Source: an optimization exercise on an open RTL-to-GDS flow (aim: small area, a short achievable clock period and few clock cycles per item). Production flows keep margins and buffers that such runs may drop.
The RTL was checked by simulation tests, not by an equivalence proof against the original design.

## run 1
// SIMON_64128
module SIMON_64128
#(	parameter N = 32,
	parameter M = 4		)
 (	input logic clk, nR,
	input logic newData, newKey,
	input logic enc_dec, readData,
	input logic [2*N-1:0] plain,
	input logic [M-1:0][N-1:0] key,
	output logic ldData, ldKey,
	output logic doneData, doneKey,
	output logic [2*N-1:0] cipher	);
Size: about 340 flip-flops, roughly 270 I/O pins, about 22000 µm² of cells after synthesis.
==> flow/config.mk <==
export PLATFORM = sky130hd
export DESIGN_NAME = SIMON_64128
export DESIGN_NICKNAME = SIMON_64128
export VERILOG_FILES = /design/flow/design.v
export SDC_FILE = /design/flow/constraint.sdc
export NUM_CORES = 4
export LEC_CHECK = 0
export CAP_MARGIN = 20
export CORE_MARGIN = 2
export CORE_UTILIZATION = 40
export SETUP_SLACK_MARGIN = 3.0
export SLEW_MARGIN = 20
==> flow/constraint.sdc <==
create_clock -name core_clock -period 6.0 [get_ports {clk}]
set_input_delay 1.2000 -clock core_clock [delete_from_list [all_inputs] [get_ports {clk}]]
set_output_delay 1.2000 -clock core_clock [all_outputs]
set_load 0.01 [all_outputs]
standard.sh (not shown) runs the stock make flow with config.mk's settings and CLKGATE_MAP_FILE= SYNTH_SCRIPT=/design/flow/synth_recipe.tcl, a recipe that flattens the netlist after the stock synthesis.
==> flow/flow/run.sh <==
#!/bin/bash
# The standard layout (standard.sh, unchanged synthesis and steps), except that
# the port buffers placement inserts on every input and output are plain
# buffers (buf_2) instead of the delay cells buffer_ports picks by default;
# timing repair may still resize them.
set -euo pipefail
export BUFFER_PORTS_ARGS="-buffer_cell sky130_fd_sc_hd__buf_2"
bash standard.sh > standard.log 2>&1
Testbench counts of run 1, summed over its fixed seeds: cycles 11,866, blocks 480.
> inputs changed (run 1 -> run 2)
--- a/flow/config.mk
+++ b/flow/config.mk
@@ -10,3 +10,5 @@
 export CORE_UTILIZATION = 40
-export SETUP_SLACK_MARGIN = 3.0
+export GPL_ROUTABILITY_DRIVEN = 0
+export PLACE_DENSITY = 0.9
+export SETUP_SLACK_MARGIN = 3.45
 export SLEW_MARGIN = 20
==> comparison <==
Run 2 has completed all stages; timing, DRC and antenna checks passed. Between run 1 and run 2, post-placement setup slack decreased. Between run 1 and run 2, the flow reports cell area increasing by a few percent.
What run 3 does differently from run 2 at the input level:
--- a/flow/config.mk
+++ b/flow/config.mk
@@ -11,4 +11,4 @@
 export GPL_ROUTABILITY_DRIVEN = 0
-export PLACE_DENSITY = 0.9
-export SETUP_SLACK_MARGIN = 3.45
+export PLACE_DENSITY = 0.8
+export SETUP_SLACK_MARGIN = 3.4
 export SLEW_MARGIN = 20
## What came out
Compared to run 2, run 3 has maximum frequency 0.42% lower. Run 3 has cell count below what run 2 had. Final core utilization on run 3 is down relative to run 2. Run 2 vs run 3, source of the critical timing path: control.enc$_DFFE_PN0P_ vs control.run$_DFF_PN0_. Lower global-route usage among run 2 and run 3: run 3.
Setup changes, run 3 to run 4
--- a/flow/config.mk
+++ b/flow/config.mk
@@ -10,5 +10,5 @@
 export CORE_UTILIZATION = 40
-export GPL_ROUTABILITY_DRIVEN = 0
-export PLACE_DENSITY = 0.8
-export SETUP_SLACK_MARGIN = 3.4
+export CTS_BUF_LIST = sky130_fd_sc_hd__clkbuf_8
+export CTS_CLUSTER_SIZE = 30
+export SETUP_SLACK_MARGIN = 3.6
 export SLEW_MARGIN = 20
## What came out
- No stage failed in run 4, and the final checks on the layout all came back clean.
- Cell with the biggest individual delay on the critical path = sky130_fd_sc_hd__edfxtp_1: run 4; cell with the biggest individual delay on the critical path = sky130_fd_sc_hd__buf_4: run 3
- Run 3 ended up with fewer cell instances than run 4 did.
- Clock latency on the worst-skew pair: run 4 vs run 3 up 0.11 ns
- Run 4: total global routing track utilization is 2.7 points higher than what run 3 reported.
- Against run 3 as the reference, run 4 delivers a higher proportion of layout cells with a drive suffix above 1.
- Setup slack in run 4 is larger than in run 3.
- Compared with run 3, in run 4 total standard cell area after synthesis level; CTS clock-pin slew for the worst setup and hold paths flat.
- Per the comparison of run 4 with run 3, first-pass GRT wire length +about 9%, critical path depth -3.
- Launching instance or port of the critical path = control.P[51]$_DFFE_PP_: run 4; launching instance or port of the critical path = control.run$_DFF_PN0_: run 3

## separate check: timing with driven ports
In the flow no input, the clock included, has a driving cell. The finished layouts below were timed again as built, in two steps. Step 1 assumes that a clkbuf_16 drives the clock port and a buf_2 every other input. Step 2 moves the port delays by t, midway between the first and last clock arrival at a register: inputs arrive t later, outputs are due t later. That takes back most of the time a late clock gives input paths. Three values: no drivers, after step 1, after step 2; two values: the first two.
| run | t, ns | setup WS [ns] | worst hold slack (ns) | latest minus earliest clock arrival (ns) | cell pins on the clock port's net |
|---|---|---|---|---|---|
| run 1 | 0.615 | 3.077 / 3.077 / 2.701 | 0.490 / 0.490 / 0.490 | 0.018 / 0.017 | 1 |
| run 2 | 0.595 | 3.377 / 3.377 / 3.002 | 0.495 / 0.495 / 0.495 | 0.027 / 0.026 | 1 |
| run 3 | 0.617 | 3.366 / 3.356 / 2.935 | 0.492 / 0.492 / 0.492 | 0.028 / 0.028 | 1 |
| run 4 | 0.718 | 3.448 / 3.394 / 2.984 | 0.474 / 0.449 / 0.496 | 0.028 / 0.028 | 1 |
After both steps setup and hold are still met in every run listed. The setup slack of run 4, which loses most, moves by -0.054 ns with the drivers and by -0.464 ns with both steps.
